Context: an optimization exercise on an open-source flow, tuned for small area. The choices shown serve that exercise and are no tape-out recipe. Only simulation tests tie the RTL to the original design; equivalence was not proved. Power figures rest on the tool's default switching activity, not on a simulated workload.

`run.sh`:
```
#!/bin/bash
# synth_recipe.tcl (not shown) runs the flow's synth.tcl, then flattens the netlist and writes it again
# the make line also repeats each setting of config.mk as NAME=value (left out here)
make -C /OpenROAD-flow-scripts/flow DESIGN_CONFIG=/design/flow/config.mk WORK_HOME=/design/flow/orfs CLKGATE_MAP_FILE= SYNTH_SCRIPT=/design/flow/synth_recipe.tcl finish
```
`config.mk`:
```
export PLATFORM = sky130hd
export DESIGN_NAME = time_syn_top
export DESIGN_NICKNAME = time_syn_top
export VERILOG_FILES = /design/flow/design.v
export SDC_FILE = /design/flow/constraint.sdc
export NUM_CORES = 4
export LEC_CHECK = 0
export CAP_MARGIN = 20
export CORE_MARGIN = 2
export CORE_UTILIZATION = 40
export SLEW_MARGIN = 20
```
`constraint.sdc`:
```
create_clock -name core_clock -period 7.0 [get_ports {i_clk}]
set_input_delay 1.4000 -clock core_clock [delete_from_list [all_inputs] [get_ports {i_clk}]]
set_output_delay 1.4000 -clock core_clock [all_outputs]
set_load 0.01 [all_outputs]
```
`design.v`:
```
`timescale 1ns / 1ps
module time_syn_rx(
    input           i_clk               ,
    input           i_rst               ,
    output [63:0]   o_recv_time_stamp   ,
    output          o_recv_ts_valid     ,
    output [63:0]   o_recv_std_time     ,
    output          o_recv_std_valid    ,
    output [63:0]   o_recv_return_ts    ,
    output          o_recv_return_valid ,
    input           i_rx_axis_tvalid    ,
    input  [63:0]   i_rx_axis_tdata     ,
    input           i_rx_axis_tlast     ,
    input  [7 :0]   i_rx_axis_tkeep     ,
    input           i_rx_axis_tuser      
);
localparam      P_TS_PRE        =   64'h00_00_00_00_00_00_66; 
localparam      P_STD_PRE       =   64'h00_00_00_00_00_00_88; 
localparam      P_RETURN_PRE    =   64'h00_00_00_00_00_00_55; 
localparam      P_FRAME_LEN     =   8'd8;
reg             ri_rx_axis_tvalid   ;
reg  [63:0]     ri_rx_axis_tdata    ;
reg             ri_rx_axis_tlast    ;
reg  [7 :0]     ri_rx_axis_tkeep    ;
reg             ri_rx_axis_tuser    ;
reg  [63:0]     ro_recv_time_stamp  ;
reg             ro_recv_ts_valid    ;
reg  [63:0]     ro_recv_std_time    ;
reg             ro_recv_std_valid   ;
reg  [63:0]     ro_recv_return_ts   ;
reg             ro_recv_return_valid;
assign  o_recv_time_stamp   = ri_rx_axis_tdata      ;
assign  o_recv_ts_valid     = ro_recv_ts_valid      ;
assign  o_recv_std_time     = ri_rx_axis_tdata      ;
assign  o_recv_std_valid    = ro_recv_std_valid     ;
assign  o_recv_return_ts    = ri_rx_axis_tdata      ;
assign  o_recv_return_valid = ro_recv_return_valid  ;
always @(posedge i_clk or posedge i_rst)begin
    if(i_rst)begin
        ri_rx_axis_tvalid <= 'd0;
        ri_rx_axis_tdata  <= 'd0;
        ri_rx_axis_tlast  <= 'd0;
        ri_rx_axis_tkeep  <= 'd0;
        ri_rx_axis_tuser  <= 'd0;
    end
    else begin
        ri_rx_axis_tvalid <= i_rx_axis_tvalid;
        ri_rx_axis_tdata  <= i_rx_axis_tdata ;
        ri_rx_axis_tlast  <= i_rx_axis_tlast ;
        ri_rx_axis_tkeep  <= i_rx_axis_tkeep ;
        ri_rx_axis_tuser  <= i_rx_axis_tuser ;        
    end
end
always @(posedge i_clk or posedge i_rst)begin
    if(i_rst)
        ro_recv_ts_valid   <= 'd0;       
    else if(ri_rx_axis_tvalid && ri_rx_axis_tdata == P_TS_PRE)
        ro_recv_ts_valid   <= 'd1;         
    else 
        ro_recv_ts_valid   <= 'd0;            
end
always @(posedge i_clk or posedge i_rst)begin
    if(i_rst)begin
        ro_recv_std_valid <= 'd0;       
    end
    else if(ri_rx_axis_tvalid && ri_rx_axis_tdata == P_STD_PRE)begin
        ro_recv_std_valid <= 'd1;         
    end
    else begin
        ro_recv_std_valid <= 'd0;            
    end
end
always @(posedge i_clk or posedge i_rst)begin
    if(i_rst)begin
        ro_recv_return_valid <= 'd0;       
    end
    else if(ri_rx_axis_tvalid && ri_rx_axis_tdata == P_RETURN_PRE)begin
        ro_recv_return_valid <= 'd1;         
    end
    else begin
        ro_recv_return_valid <= 'd0;            
    end
end
endmodule
`timescale 1ns / 1ps
module time_syn_tx(
    input           i_clk               ,
    input           i_rst               ,
    input           i_send_ts_valid     ,
    input  [63:0]   i_local_time        ,
    input           i_send_std_valid    ,
    input  [63:0]   i_std_time          ,
    input           i_return_valid      ,
    input  [63:0]   i_return_ts         ,
    input           i_tx_axis_tready    ,
    output          o_tx_axis_tvalid    ,
    output [63:0]   o_tx_axis_tdata     ,
    output          o_tx_axis_tlast     ,
    output [7 :0]   o_tx_axis_tkeep     ,
    output          o_tx_axis_tuser            
);
localparam      P_TS_PRE        =   64'h00_00_00_00_00_00_66; 
localparam      P_STD_PRE       =   64'h00_00_00_00_00_00_88; 
localparam      P_RETURN_PRE    =   64'h00_00_00_00_00_00_55; 
localparam      P_FRAME_LEN     =   8'd8;
reg             ri_send_ts_valid    ;
reg  [63:0]     ri_local_time       ;
reg             ri_send_std_valid   ;
reg  [63:0]     ri_std_time         ;
reg             ri_return_valid     ;
reg  [63:0]     ri_return_ts        ;
reg             ro_tx_axis_tvalid   ;
reg  [63:0]     ro_tx_axis_tdata    ;
reg             ro_tx_axis_tlast    ;
reg  [7 :0]     ro_tx_axis_tkeep    ;
reg             ro_tx_axis_tuser    ;
reg  [15:0]     r_send_cnt          ;
wire            w_tx_en             ;
assign  o_tx_axis_tvalid    =   ro_tx_axis_tvalid   ;
assign  o_tx_axis_tdata     =   ro_tx_axis_tdata    ;
assign  o_tx_axis_tlast     =   ro_tx_axis_tlast    ;
assign  o_tx_axis_tkeep     =   8'hff;
assign  o_tx_axis_tuser     =   'd0  ;
assign  w_tx_en             =   o_tx_axis_tvalid & i_tx_axis_tready;
always @(posedge i_clk or posedge i_rst)begin
    if(i_rst)begin
        ri_send_ts_valid  <= 'd0;
        ri_local_time     <= 'd0;
        ri_send_std_valid <= 'd0;
        ri_std_time       <= 'd0;
        ri_return_valid   <= 'd0;
        ri_return_ts      <= 'd0;
    end
    else begin
        ri_send_ts_valid  <= i_send_ts_valid ;
        ri_local_time     <= i_local_time    ;
        ri_send_std_valid <= i_send_std_valid;
        ri_std_time       <= i_std_time      ;
        ri_return_valid   <= i_return_valid  ;
        ri_return_ts      <= i_return_ts     ;
    end
end
always @(posedge i_clk or posedge i_rst)begin
    if(i_rst)
        r_send_cnt <= 'd0;
    else if(r_send_cnt == P_FRAME_LEN - 1)
        r_send_cnt <= 'd0;
    else if(w_tx_en)
        r_send_cnt <= r_send_cnt + 'd1;
    else
        r_send_cnt <= r_send_cnt;
end
always @(posedge i_clk or posedge i_rst)begin
    if(i_rst)
        ro_tx_axis_tvalid <= 'd0;
    else if(r_send_cnt == P_FRAME_LEN - 1)
        ro_tx_axis_tvalid <= 'd0;
    else if(ri_send_ts_valid || ri_send_std_valid || ri_return_valid) 
        ro_tx_axis_tvalid <= 'd1;
    else
        ro_tx_axis_tvalid <= ro_tx_axis_tvalid;
end
always @(posedge i_clk or posedge i_rst)begin
    if(i_rst)
        ro_tx_axis_tdata <= 'd0;
    else if(ri_send_ts_valid && !ro_tx_axis_tvalid)
        ro_tx_axis_tdata <= P_TS_PRE;
    else if(ri_return_valid && !ro_tx_axis_tvalid)
        ro_tx_axis_tdata <= P_RETURN_PRE;
    else if(ri_send_std_valid && !ro_tx_axis_tvalid)
        ro_tx_axis_tdata <= P_STD_PRE;
    else if(w_tx_en && ri_send_ts_valid)
        ro_tx_axis_tdata <= ri_local_time + 2;
    else if(w_tx_en && ri_return_valid)
        ro_tx_axis_tdata <= ri_return_ts;
    else if(w_tx_en && ri_send_std_valid)
        ro_tx_axis_tdata <= ri_std_time + 2;
    else
        ro_tx_axis_tdata <= ro_tx_axis_tdata;
end
always @(posedge i_clk or posedge i_rst)begin
    if(i_rst)
        ro_tx_axis_tlast <= 'd0;
    else if(r_send_cnt == P_FRAME_LEN - 2)
        ro_tx_axis_tlast <= 'd1;
    else
        ro_tx_axis_tlast <= 'd0;
end
endmodule
`timescale 1ns / 1ps
module time_syn_moudle#(
    parameter       P_MASTER_TIME_PORT   = 0,
    parameter       P_SLAVER_TIME_PORT   = 1
)(
    input           i_clk               ,
    input           i_rst               ,
    input           i_stat_rx_status    ,
    input           i_time_syn_start    ,
    input           i_select_std_port   , 
    output [63:0]   o_local_time        ,
    output [63:0]   o_time_offest       ,
    input           i_tx_axis_tready    ,
    output          o_tx_axis_tvalid    ,
    output [63:0]   o_tx_axis_tdata     ,
    output          o_tx_axis_tlast     ,
    output [7 :0]   o_tx_axis_tkeep     ,
    output          o_tx_axis_tuser     ,
    input           i_rx_axis_tvalid    ,
    input  [63:0]   i_rx_axis_tdata     ,
    input           i_rx_axis_tlast     ,
    input  [7 :0]   i_rx_axis_tkeep     ,
    input           i_rx_axis_tuser        
);
localparam      P_S_IDLE        =   0   ,    
                P_S_WAIT_S_TS   =   1   ,    
                P_S_RETURN_TS   =   2   ,    
                P_S_SEND_M_STD  =   3   ;    
localparam      P_S_SEND_S_TS   =   4   ,    
                P_S_WAIT_M_TS   =   5   ,    
                P_S_CMPT_OFFEST =   6   ,    
                P_S_WAIT_STD    =   7   ,    
                P_S_CMPT_STD    =   8   ,    
                P_S_SYN_END     =   9   ;    
localparam      P_FRAME_LEN     =   8'd8;
localparam      P_PROCESS       =   4;
localparam      P_TIME_OUT      =   300;
reg  [7 :0]     r_cur_s_state       ;
reg  [7 :0]     r_nxt_s_state       ;
reg  [7 :0]     r_cur_m_state       ;
reg  [7 :0]     r_nxt_m_state       ;
reg  [15:0]     r_state_s_cnt       ;
reg  [15:0]     r_state_m_cnt       ;
reg             ri_stat_rx_status   ;
reg             ri_time_syn_start   ;
reg             ri_time_syn_start_1d;
reg             ri_select_std_port  ;
reg             r_send_ts_valid     ;
reg  [63:0]     r_local_time        ;
reg             r_send_std_valid    ;
reg             r_return_valid      ;
reg  [63:0]     r_return_ts         ;
reg             r_cmpt_std_end      ;
reg  [63:0]     r_time_offest       ;
reg             r_wait_time_out     ;
wire [63:0]     w_recv_time_stamp   ; 
wire            w_recv_ts_valid     ;
wire [63:0]     w_recv_std_time     ; 
wire            w_recv_std_valid    ;
wire [63:0]     w_recv_return_ts    ;
wire            w_recv_return_valid ;
wire            w_time_syn_pos      ;
time_syn_rx time_syn_rx_u0(
    .i_clk               (i_clk                 ),
    .i_rst               (i_rst                 ),
    .o_recv_time_stamp   (w_recv_time_stamp     ),
    .o_recv_ts_valid     (w_recv_ts_valid       ),
    .o_recv_std_time     (w_recv_std_time       ),
    .o_recv_std_valid    (w_recv_std_valid      ),
    .o_recv_return_ts    (w_recv_return_ts      ),
    .o_recv_return_valid (w_recv_return_valid   ),
    .i_rx_axis_tvalid    (i_rx_axis_tvalid      ),
    .i_rx_axis_tdata     (i_rx_axis_tdata       ),
    .i_rx_axis_tlast     (i_rx_axis_tlast       ),
    .i_rx_axis_tkeep     (i_rx_axis_tkeep       ),
    .i_rx_axis_tuser     (i_rx_axis_tuser       ) 
);
time_syn_tx time_syn_tx_u0(
    .i_clk               (i_clk                 ),
    .i_rst               (i_rst                 ),
    .i_send_ts_valid     (r_send_ts_valid       ),
    .i_local_time        (r_local_time          ),
    .i_send_std_valid    (r_send_std_valid      ),
    .i_std_time          (r_local_time          ),
    .i_return_valid      (r_return_valid        ),
    .i_return_ts         (r_return_ts           ),
    .i_tx_axis_tready    (i_tx_axis_tready      ),
    .o_tx_axis_tvalid    (o_tx_axis_tvalid      ),
    .o_tx_axis_tdata     (o_tx_axis_tdata       ),
    .o_tx_axis_tlast     (o_tx_axis_tlast       ),
    .o_tx_axis_tkeep     (o_tx_axis_tkeep       ),
    .o_tx_axis_tuser     (o_tx_axis_tuser       ) 
);
assign o_local_time = r_local_time;
assign o_time_offest = r_time_offest;
assign w_time_syn_pos = ri_time_syn_start && !ri_time_syn_start_1d;
always @(posedge i_clk or posedge i_rst)begin
    if(i_rst)begin
        ri_stat_rx_status <= 'd0;
        ri_time_syn_start <= 'd0;
        ri_time_syn_start_1d <= 'd0;
    end
    else begin
        ri_stat_rx_status <= i_stat_rx_status;
        ri_time_syn_start <= i_time_syn_start;
        ri_time_syn_start_1d <= ri_time_syn_start;
    end
end
always @(posedge i_clk or posedge i_rst)begin
    if(i_rst)
        ri_select_std_port <= 'd0;
    else if(r_cur_m_state != P_S_RETURN_TS) 
        ri_select_std_port <= i_select_std_port;
    else
        ri_select_std_port <= ri_select_std_port;
end
always @(posedge i_clk or posedge i_rst)begin
    if(i_rst)
        r_local_time <= 'd0;
    else if(ri_select_std_port) 
        r_local_time <= r_local_time + 1;
    else if(w_recv_std_valid && r_cur_s_state == P_S_WAIT_STD) 
        r_local_time <= w_recv_std_time + r_time_offest + 2; 
    else
        r_local_time <= r_local_time + 1;
end
always @(posedge i_clk or posedge i_rst)begin
    if(i_rst)
        r_cur_m_state <= P_S_IDLE;
    else
        r_cur_m_state <= r_nxt_m_state;
end
always @(posedge i_clk or posedge i_rst)begin
    if(i_rst)
        r_state_m_cnt <= 'd0;
    else if(r_cur_m_state != r_nxt_m_state)
        r_state_m_cnt <= 'd0;
    else
        r_state_m_cnt <= r_state_m_cnt + 1;
end
always @(*)begin
    case(r_cur_m_state)
        P_S_IDLE       : begin
            if(P_MASTER_TIME_PORT && ri_stat_rx_status)
                r_nxt_m_state = P_S_WAIT_S_TS;
            else
                r_nxt_m_state = P_S_IDLE;
        end
        P_S_WAIT_S_TS  : begin
            if(w_recv_ts_valid)
                r_nxt_m_state = P_S_RETURN_TS;
            else
                r_nxt_m_state = P_S_WAIT_S_TS;
        end
        P_S_RETURN_TS  : begin
            if(r_state_m_cnt >= P_TIME_OUT)
                r_nxt_m_state = P_S_WAIT_S_TS;
            else if(r_state_m_cnt >= P_FRAME_LEN && ((r_cmpt_std_end && !ri_select_std_port) || ri_select_std_port)) 
                r_nxt_m_state = P_S_SEND_M_STD;
            else
                r_nxt_m_state = P_S_RETURN_TS;
        end
        P_S_SEND_M_STD : begin
            if(r_state_m_cnt == P_FRAME_LEN)
                r_nxt_m_state = P_S_WAIT_S_TS;
            else
                r_nxt_m_state = P_S_SEND_M_STD;
        end
        default        : r_nxt_m_state = P_S_IDLE;
    endcase
end
always  @(posedge i_clk or posedge i_rst)begin
    if(i_rst)begin
        r_return_valid <= 'd0;
    end
    else if(r_cur_m_state == P_S_RETURN_TS && r_state_m_cnt <= P_FRAME_LEN)begin
        r_return_valid <= 'd1;
    end
    else begin
        r_return_valid <= 'd0;
    end
end
always  @(posedge i_clk or posedge i_rst)begin
    if(i_rst)begin
        r_return_ts <= 'd0;
    end
    else if(r_cur_m_state == P_S_WAIT_S_TS && r_nxt_m_state == P_S_RETURN_TS)begin
        r_return_ts <= w_recv_time_stamp;
    end
    else begin
        r_return_ts <= r_return_ts;
    end
end
always  @(posedge i_clk or posedge i_rst)begin
    if(i_rst)
        r_send_std_valid <= 'd0;
    else if(r_cur_m_state == P_S_SEND_M_STD)
        r_send_std_valid <= 'd1;
    else
        r_send_std_valid <= 'd0;
end
always @(posedge i_clk or posedge i_rst)begin
    if(i_rst)
        r_cur_s_state <= P_S_IDLE;
    else
        r_cur_s_state <= r_nxt_s_state;
end
always @(posedge i_clk or posedge i_rst)begin
    if(i_rst)
        r_state_s_cnt <= 'd0;
    else if(r_cur_s_state != r_nxt_s_state)
        r_state_s_cnt <= 'd0;
    else
        r_state_s_cnt <= r_state_s_cnt + 1;
end
always @(*)begin
    case(r_cur_s_state)
        P_S_IDLE        :begin
            if(P_SLAVER_TIME_PORT && ri_stat_rx_status && ri_time_syn_start_1d)
                r_nxt_s_state = P_S_SEND_S_TS;
            else
                r_nxt_s_state = P_S_IDLE;
        end
        P_S_SEND_S_TS   :begin
            if(r_state_s_cnt == P_FRAME_LEN)
                r_nxt_s_state = P_S_WAIT_M_TS;
            else
                r_nxt_s_state = P_S_SEND_S_TS;
        end
        P_S_WAIT_M_TS   :begin
            if(r_wait_time_out) 
                r_nxt_s_state = P_S_SEND_S_TS;
            else if(w_recv_return_valid)
                r_nxt_s_state = P_S_CMPT_OFFEST;
            else
                r_nxt_s_state = P_S_WAIT_M_TS;
        end
        P_S_CMPT_OFFEST : r_nxt_s_state = P_S_WAIT_STD;
        P_S_WAIT_STD    :begin
            if(r_wait_time_out) 
                r_nxt_s_state = P_S_SEND_S_TS;
            else if(w_recv_std_valid)
                r_nxt_s_state = P_S_CMPT_STD;
            else
                r_nxt_s_state = P_S_WAIT_STD;
        end
        P_S_CMPT_STD    : r_nxt_s_state = P_S_SYN_END;
        P_S_SYN_END     : r_nxt_s_state = P_S_IDLE;
        default         : r_nxt_s_state = P_S_IDLE;
    endcase
end
always @(posedge i_clk or posedge i_rst)begin
    if(i_rst)
        r_time_offest <= 'd0;
    else if(r_cur_s_state == P_S_WAIT_M_TS && w_recv_return_valid)
        r_time_offest <= (r_local_time - w_recv_return_ts - P_PROCESS) >> 1;
    else
        r_time_offest <= r_time_offest;
end
always @(posedge i_clk or posedge i_rst)begin
    if(i_rst)
        r_send_ts_valid <= 'd0;
    else if(r_cur_s_state == P_S_SEND_S_TS)
        r_send_ts_valid <= 'd1;
    else
        r_send_ts_valid <= 'd0;
end
always @(posedge i_clk or posedge i_rst)begin
    if(i_rst)
        r_cmpt_std_end <= 'd0;
    else if(r_cur_s_state == P_S_CMPT_STD)
        r_cmpt_std_end <= 'd1;
    else
        r_cmpt_std_end <= 'd0;
end
always @(posedge i_clk or posedge i_rst)begin
    if(i_rst)
        r_wait_time_out <= 'd0;
    else if((r_cur_s_state != P_S_WAIT_M_TS) && (r_cur_s_state != P_S_WAIT_STD))
        r_wait_time_out <= 'd0;
    else if(r_state_s_cnt == P_TIME_OUT)
        r_wait_time_out <= 'd1;
    else
        r_wait_time_out <= r_wait_time_out;
end
endmodule
`timescale 1ns / 1ps
module Time_syn_ctrl_module(
    input           i_clk               ,
    input           i_rst               ,
    output          o_time_syn_start    ,
    output          o_select_port       ,
    input           i_rx_axis_tvalid    ,
    input  [63:0]   i_rx_axis_tdata     ,
    input           i_rx_axis_tlast     ,
    input  [7 :0]   i_rx_axis_tkeep     ,
    input           i_rx_axis_tuser      
);
localparam      P_SYN_START     =   64'h00_00_00_00_00_55_66;
localparam      P_SELECT_PORT   =   64'h00_00_00_00_00_55_88;
localparam      P_FRAME_LEN     =   8'd8;
reg             ri_rx_axis_tvalid   ;
reg  [63:0]     ri_rx_axis_tdata    ;
reg             ri_rx_axis_tlast    ;
reg  [7 :0]     ri_rx_axis_tkeep    ;
reg             ri_rx_axis_tuser    ;
reg  [63:0]     ro_time_syn_start   ;
reg             ro_select_port      ;
assign  o_time_syn_start   = ro_time_syn_start      ;
assign  o_select_port      = ro_select_port         ;
always @(posedge i_clk or posedge i_rst)begin
    if(i_rst)begin
        ri_rx_axis_tvalid <= 'd0;
        ri_rx_axis_tdata  <= 'd0;
        ri_rx_axis_tlast  <= 'd0;
        ri_rx_axis_tkeep  <= 'd0;
        ri_rx_axis_tuser  <= 'd0;
    end
    else begin
        ri_rx_axis_tvalid <= i_rx_axis_tvalid;
        ri_rx_axis_tdata  <= i_rx_axis_tdata ;
        ri_rx_axis_tlast  <= i_rx_axis_tlast ;
        ri_rx_axis_tkeep  <= i_rx_axis_tkeep ;
        ri_rx_axis_tuser  <= i_rx_axis_tuser ;        
    end
end
always @(posedge i_clk or posedge i_rst)begin
    if(i_rst)
        ro_time_syn_start   <= 'd0;       
    else if(ri_rx_axis_tvalid && ri_rx_axis_tdata == P_SYN_START)
        ro_time_syn_start   <= 'd1;         
    else 
        ro_time_syn_start   <= 'd0;            
end
always @(posedge i_clk or posedge i_rst)begin
    if(i_rst)
        ro_select_port   <= 'd0;     
    else if(ri_rx_axis_tvalid && ri_rx_axis_tdata == P_SYN_START)
        ro_select_port   <= 'd0;   
    else if(ri_rx_axis_tvalid && ri_rx_axis_tdata == P_SELECT_PORT)
        ro_select_port   <= 'd1;         
    else 
        ro_select_port   <= ro_select_port;            
end
endmodule
`timescale 1ns / 1ps
module send_time_module(
    input           i_clk               ,
    input           i_rst               ,
    input  [63:0]   i_local_time        ,
    input           i_stat_rx_status    ,
    input           i_tx_axis_tready    ,
    output          o_tx_axis_tvalid    ,
    output [63:0]   o_tx_axis_tdata     ,
    output          o_tx_axis_tlast     ,
    output [7 :0]   o_tx_axis_tkeep     ,
    output          o_tx_axis_tuser       
);
localparam  P_FRAME_LEN = 200;
wire    w_tx_en;
assign  w_tx_en = i_tx_axis_tready & o_tx_axis_tvalid;
reg             ro_tx_axis_tvalid;
reg     [63:0]  ro_tx_axis_tdata ;
reg             ro_tx_axis_tlast ;
reg     [15:0]  r_send_cnt;  
assign  o_tx_axis_tvalid = ro_tx_axis_tvalid;
assign  o_tx_axis_tdata  = ro_tx_axis_tdata ;
assign  o_tx_axis_tlast  = ro_tx_axis_tlast ;
assign  o_tx_axis_tkeep  = 8'hff;
assign  o_tx_axis_tuser  = 'd0;
always @(posedge i_clk or posedge i_rst)begin
    if(i_rst)
        r_send_cnt <= 'd0;
    else if(r_send_cnt == P_FRAME_LEN - 1)
        r_send_cnt <= 'd0;
    else if(w_tx_en)
        r_send_cnt <= r_send_cnt + 1;
    else
        r_send_cnt <= r_send_cnt;
end
always @(posedge i_clk or posedge i_rst)begin
    if(i_rst)
        ro_tx_axis_tvalid <= 'd0;
    else if(i_stat_rx_status)
        ro_tx_axis_tvalid <= 'd1;
    else
        ro_tx_axis_tvalid <= ro_tx_axis_tvalid;
end
always @(posedge i_clk or posedge i_rst)begin
    if(i_rst)
        ro_tx_axis_tdata <= 'd0;
    else
        ro_tx_axis_tdata <= i_local_time;
end
always @(posedge i_clk or posedge i_rst)begin
    if(i_rst)
        ro_tx_axis_tlast <= 'd0;
    else if(r_send_cnt == P_FRAME_LEN - 2)
        ro_tx_axis_tlast <= 'd1;
    else
        ro_tx_axis_tlast <= 'd0;
end
endmodule
`timescale 1ns / 1ps
module time_syn_top(
    input           i_clk               ,
    input           i_rst               ,
    input           i_stat_rx_status_0  ,
    input           i_stat_rx_status_1  ,
    output [63:0]   o_local_time        ,
    output [63:0]   o_time_offest       ,
    input           i_tx_axis_tready_0  ,
    output          o_tx_axis_tvalid_0  ,
    output [63:0]   o_tx_axis_tdata_0   ,
    output          o_tx_axis_tlast_0   ,
    output [7 :0]   o_tx_axis_tkeep_0   ,
    output          o_tx_axis_tuser_0   ,
    input           i_rx_axis_tvalid_0  ,
    input  [63:0]   i_rx_axis_tdata_0   ,
    input           i_rx_axis_tlast_0   ,
    input  [7 :0]   i_rx_axis_tkeep_0   ,
    input           i_rx_axis_tuser_0   ,
    input           i_tx_axis_tready_1  ,
    output          o_tx_axis_tvalid_1  ,
    output [63:0]   o_tx_axis_tdata_1   ,
    output          o_tx_axis_tlast_1   ,
    output [7 :0]   o_tx_axis_tkeep_1   ,
    output          o_tx_axis_tuser_1   ,
    input           i_rx_axis_tvalid_1  ,
    input  [63:0]   i_rx_axis_tdata_1   ,
    input           i_rx_axis_tlast_1   ,
    input  [7 :0]   i_rx_axis_tkeep_1   ,
    input           i_rx_axis_tuser_1
);
wire [63 :0]    w_local_time    ;
wire            w_time_syn_start;
wire            w_select_port   ;
assign o_local_time = w_local_time;
time_syn_moudle#(
    .P_MASTER_TIME_PORT  (1),
    .P_SLAVER_TIME_PORT  (1)
)time_syn_moudle_u0(
    .i_clk               (i_clk             ),
    .i_rst               (i_rst             ),
    .i_stat_rx_status    (i_stat_rx_status_0),
    .i_time_syn_start    (w_time_syn_start  ),
    .i_select_std_port   (w_select_port     ),
    .o_local_time        (w_local_time      ),
    .o_time_offest       (o_time_offest     ),
    .i_tx_axis_tready    (i_tx_axis_tready_0),
    .o_tx_axis_tvalid    (o_tx_axis_tvalid_0),
    .o_tx_axis_tdata     (o_tx_axis_tdata_0 ),
    .o_tx_axis_tlast     (o_tx_axis_tlast_0 ),
    .o_tx_axis_tkeep     (o_tx_axis_tkeep_0 ),
    .o_tx_axis_tuser     (o_tx_axis_tuser_0 ),
    .i_rx_axis_tvalid    (i_rx_axis_tvalid_0),
    .i_rx_axis_tdata     (i_rx_axis_tdata_0 ),
    .i_rx_axis_tlast     (i_rx_axis_tlast_0 ),
    .i_rx_axis_tkeep     (i_rx_axis_tkeep_0 ),
    .i_rx_axis_tuser     (i_rx_axis_tuser_0 )
);
Time_syn_ctrl_module Time_syn_ctrl_module_u0(
    .i_clk               (i_clk             ),
    .i_rst               (i_rst             ),
    .o_time_syn_start    (w_time_syn_start  ),
    .o_select_port       (w_select_port     ),
    .i_rx_axis_tvalid    (i_rx_axis_tvalid_1),
    .i_rx_axis_tdata     (i_rx_axis_tdata_1 ),
    .i_rx_axis_tlast     (i_rx_axis_tlast_1 ),
    .i_rx_axis_tkeep     (i_rx_axis_tkeep_1 ),
    .i_rx_axis_tuser     (i_rx_axis_tuser_1 )
);
send_time_module send_time_module_u0(
    .i_clk               (i_clk             ),
    .i_rst               (i_rst             ),
    .i_local_time        (w_local_time      ),
    .i_stat_rx_status    (i_stat_rx_status_1),
    .i_tx_axis_tready    (i_tx_axis_tready_1),
    .o_tx_axis_tvalid    (o_tx_axis_tvalid_1),
    .o_tx_axis_tdata     (o_tx_axis_tdata_1 ),
    .o_tx_axis_tlast     (o_tx_axis_tlast_1 ),
    .o_tx_axis_tkeep     (o_tx_axis_tkeep_1 ),
    .o_tx_axis_tuser     (o_tx_axis_tuser_1 )
);
endmodule
```
==> metrics.md <==
| Metric | Value |
|---|---|
| Status | no timing/DRC/antenna violations |
| Clock latency (worst-skew pair) | 0.61 ns |
| R2R setup slack | 2.42 ns |
| Total chip power | 8330 uW |
| Async S/R FF share, synth | 100% |
| Area of placed instances | 37400 um^2 |
| # DRC | 0 |
| Worst Reg-to-Reg Cells | 16 |
| Core Region | 80400 um^2 |
| CTS tree | built |
| Via-to-Cell Ratio | 5.30 |
| Period Utilization, post-route | 65.4% |
| Max Slew Vio Count | 0 |
| Io pins | 434 |
| Initial antenna violation count | 1 |
| Area contributors post-synth | dfrtp_1 (47%), ha_1 (10%), xnor2_1 (4.9%), nand2_1 (4.5%), o21ai_0 (3.3%) |
| Crit end category | flop |
| Top cell type's share of synthesized area | 46.6% |
| Max clock buf depth | 3 |
| Final Instance Area | 39900 um^2 |
| Drt pass-1 iters | 6 |
| Cell leakage power | 0.0187 uW |
| Main synth FF type | dfrtp_1 |
| Min-Delay Path Class | flop to flop |
| Maxcap violations | 0 |
| Mapped Area | 32400 um^2 |
| Commonest non-fill, non-tap cell in the layout | dfrtp_1 |
| Yosys cell types | 81 |
| Final hold vios | 0 |
| Share of layout cells above drive strength 1 | 6.63% |
| Hold Startpoint | Time_syn_ctrl_module_u0.ro_time_syn_start[0] |
| Post-synthesis sequential area ratio | 46.6% |
| Syn_area_per_cell | 9.74 um^2 |
| Drt wl/cell | 20.4 um |
| Arrival @ worst endpoint | 5.05 ns |
| Finish-stage setup viols | 0 |
| Vias in the first global route | 25000 |
| Initial core utilization | 40.4% |
| Power per Cell Area | 209 nW/um^2 |
| Crit path required time | 7.47 ns |
| Sinks on the clock net | 604 |
| Worst-path maximum fanout | 4 |
| Kind of critical path | flop to flop |
| #FFs+latches synth | 604 |
| CTS clk-pin slew, worst paths | 0.06 ns |
| Post-synth EDFFs | 0 |
| Input/output buffers | 394 |
| Post-synth top area cell | dfrtp_1 |
| Die width | 289 um |
| Hpwl dp | 74800 um |
| Hold Path Stages | 0 |
| Largest net degree at the start of global routing | 159 |
| Post-Syn Instances | 3331 |
| GPL Wtd Cong | 0.913 |
| # rows | 104 |
| Clk root buf | clkbuf_16 |
| Htree depth | 3 |
| Fin crit period | 4.58 ns |
| Fin nets | 4117 |
| GRT overflow | 0 |
| First-pass GRT wire length | 149000 um |
| Worst clock skew | 0.0195 ns |
| DIE AREA | 83400 um^2 |
| Antenna Nets Post-Route | 0 |
| CP Launch Type | flop |
| RSZ-0062 raised after global routing | no |
| Diode count | 0 |
| GRT Total Usage | 23.4% |
| Setup TNS | 0 ns |
| Max rail drop VDD | 152 uV |
| Synth-to-layout area growth | 23.0% |
| Setup Fix Bufs, Post-CTS | 0 |
| Worst slew pin tran | 1.10 ns |
| Total CTS buffers | 73 |
| Die height | 289 um |
| Drt initial violations | 1742 |
| Max Fclk | 0.219 GHz |
| Via count | 25500 |
| Final wirelength | 98300 um |
| Slew headroom | 26.2% |
| Most frequent cells in the layout | dfrtp_1 (604), clkdlybuf4s50_1 (394), nand2_1 (390) |
| YS warnings | 5 |
| Post-CTS Resized | 0 |
| Post-CTS Hold Buffers | 0 |
| Worst reg2reg path endpoint | time_syn_moudle_u0.r_local_time[59] |
| Hold Crit Endpoint | time_syn_moudle_u0.ri_time_syn_start |
through the flow:
| stage | setup WS (ns) | hold slack (ns) | util [%] | cells |
|---|---|---|---|---|
| 6_report | 2.42 | 0.345 | 49.6 | 4817 |
| 3_5_place_dp | 2.62 | 0.336 | 46.6 | 4685 |
| 4_1_cts | 2.56 | 0.349 | 49.6 | 4817 |
| 3_3_place_gp | 2.62 | 0.332 | 46.6 | 4685 |
| 2_1_floorplan | -2.64 | 0.331 | - | 3348 |
| 5_1_grt | 2.28 | 0.354 | 49.6 | 4817 |
layer usage:
| layer | vias up | GRT usage (%) | wire length, um |
|---|---|---|---|
| met5 | - | 0 | 0 |
| met4 | 0 | 7.04 | 2870 |
| met3 | 146 | 3.88 | 5440 |
| met2 | 698 | 36.3 | 44100 |
| met1 | 12400 | 33.5 | 45900 |
| li1 | 12300 | - | - |
registers in the layout (all words and copies together), names as in the netlist, 2 cells and up:
register / flops
time_syn_moudle_u0.r_local_time: 64
Time_syn_ctrl_module_u0.ri_rx_axis_tdata: 64
time_syn_moudle_u0.r_return_ts: 64
time_syn_moudle_u0.r_cur_m_state: 2
time_syn_moudle_u0.r_state_m_cnt: 16
time_syn_moudle_u0.time_syn_tx_u0.ri_return_ts: 64
time_syn_moudle_u0.time_syn_rx_u0.ri_rx_axis_tdata: 64
time_syn_moudle_u0.r_cur_s_state: 4
time_syn_moudle_u0.time_syn_tx_u0.ro_tx_axis_tdata: 64
send_time_module_u0.r_send_cnt: 16
time_syn_moudle_u0.r_time_offest: 63
time_syn_moudle_u0.r_state_s_cnt: 16
send_time_module_u0.ro_tx_axis_tdata: 64
time_syn_moudle_u0.time_syn_tx_u0.r_send_cnt: 16
cells by family (layout without fill, tap and decap cells):
family	count (synthesis)	after routing	synth area share, %
AO/OA/AOI/OAI	685	685	13.1
XOR/XNOR	285	285	7.69
adder cells (fa/ha/maj)	261	261	10.1
buffers and inverters	386	795	4.73
flip-flops	604	604	46.6
multiplexers	69	69	2.38
other	2	19	0.0231
AND/OR/NAND/NOR	1039	1039	15.3
cell type report:
type,instances,area [um^2]
fillers,7515,40500
multi-input cells,2358,15900
flip-flops and latches,604,15100
repair buffers,415,4140
clock buffers,99,2090
well taps,1060,1330
inverters,248,935
clock inverters,33,383
synth_stat cells (5+ instances only):
cell / instances
a211oi_1: 16
a21o_1: 70
a21oi_1: 189
a22o_1: 14
a31o_2: 9
a31oi_1: 17
a41oi_1: 5
and2_1: 18
and3_1: 46
and4_1: 17
buf_4: 19
clkbuf_1: 109
dfrtp_1: 604
ha_1: 259
inv_1: 248
mux2_2: 65
nand2_1: 392
nand2b_1: 20
nand3_1: 92
nand4_1: 71
nor2_1: 206
nor2b_1: 21
nor3_1: 55
nor3b_1: 5
nor4_1: 37
nor4b_1: 7
o211ai_1: 9
o21a_1: 8
o21ai_0: 215
o21bai_1: 30
o221ai_1: 42
o31ai_1: 9
or2_2: 9
or3_1: 11
or4_1: 10
xnor2_1: 183
xor2_1: 102
how the worst max path moves through the flow:
| stage | start | endpoint | slack (ns) | cells after the start |
|---|---|---|---|---|
| floorplan | i_rst | Time_syn_ctrl_module_u0.ri_rx_axis_tdata[0] | -2.64 | 1 |
| global placement | flop | time_syn_moudle_u0.r_local_time[59] | 2.62 | 16 |
| detailed placement | flop | time_syn_moudle_u0.r_local_time[59] | 2.62 | 16 |
| CTS | flop | time_syn_moudle_u0.r_local_time[59] | 2.56 | 16 |
| global route | time_syn_moudle_u0.r_local_time[6] | time_syn_moudle_u0.r_time_offest[54] | 2.28 | 14 |
| finish | flop | time_syn_moudle_u0.r_local_time[59] | 2.42 | 16 |
report_power, final:
group	internal, uW	leakage [uW]	switching (uW)	total [uW]
Combinational	324	0.00939	441	765
Sequential	3570	0.00805	99.0	3670
Clock	2360	0.00121	1530	3890
critical path, stage by stage, from the launching register on:
cell	delay, ns
dfrtp_1	0.38
inv_1	0.10
ha_1	0.28
inv_1	0.04
ha_1	0.23
inv_1	0.08
fa_1	0.20
nor2b_1	0.07
o31a_1	0.28
o31ai_1	0.53
o211ai_1	0.38
a32oi_1	0.60
o221ai_1	0.38
or2_2	0.38
a31oi_1	0.20
xor2_1	0.21
a21oi_1	0.09

## separate check: timing with driven ports
How much do the figures lean on ideal ports? The routed layout below was timed once more, with nothing changed but the port constraints. Step 1 (the two cells are an assumption about what drives the block):
set clk [get_ports {i_clk}]
set_driving_cell -lib_cell sky130_fd_sc_hd__clkbuf_16 $clk
set_driving_cell -lib_cell sky130_fd_sc_hd__buf_2 [delete_from_list [all_inputs] $clk]
Step 2 also shifts input and output timing later by t, the mid clock arrival at the registers, as if the neighbouring blocks saw the same clock. Three values: no drivers, after step 1, after step 2; two values: the first two.
t, ns: 0.663
setup WS [ns]: 2.424 / 2.424 / 2.424
pins driven straight from the clock port: 1
After both steps this run still meets setup and hold. The setup slack of this run moves by 0.000 ns with the drivers and by 0.000 ns with both steps.
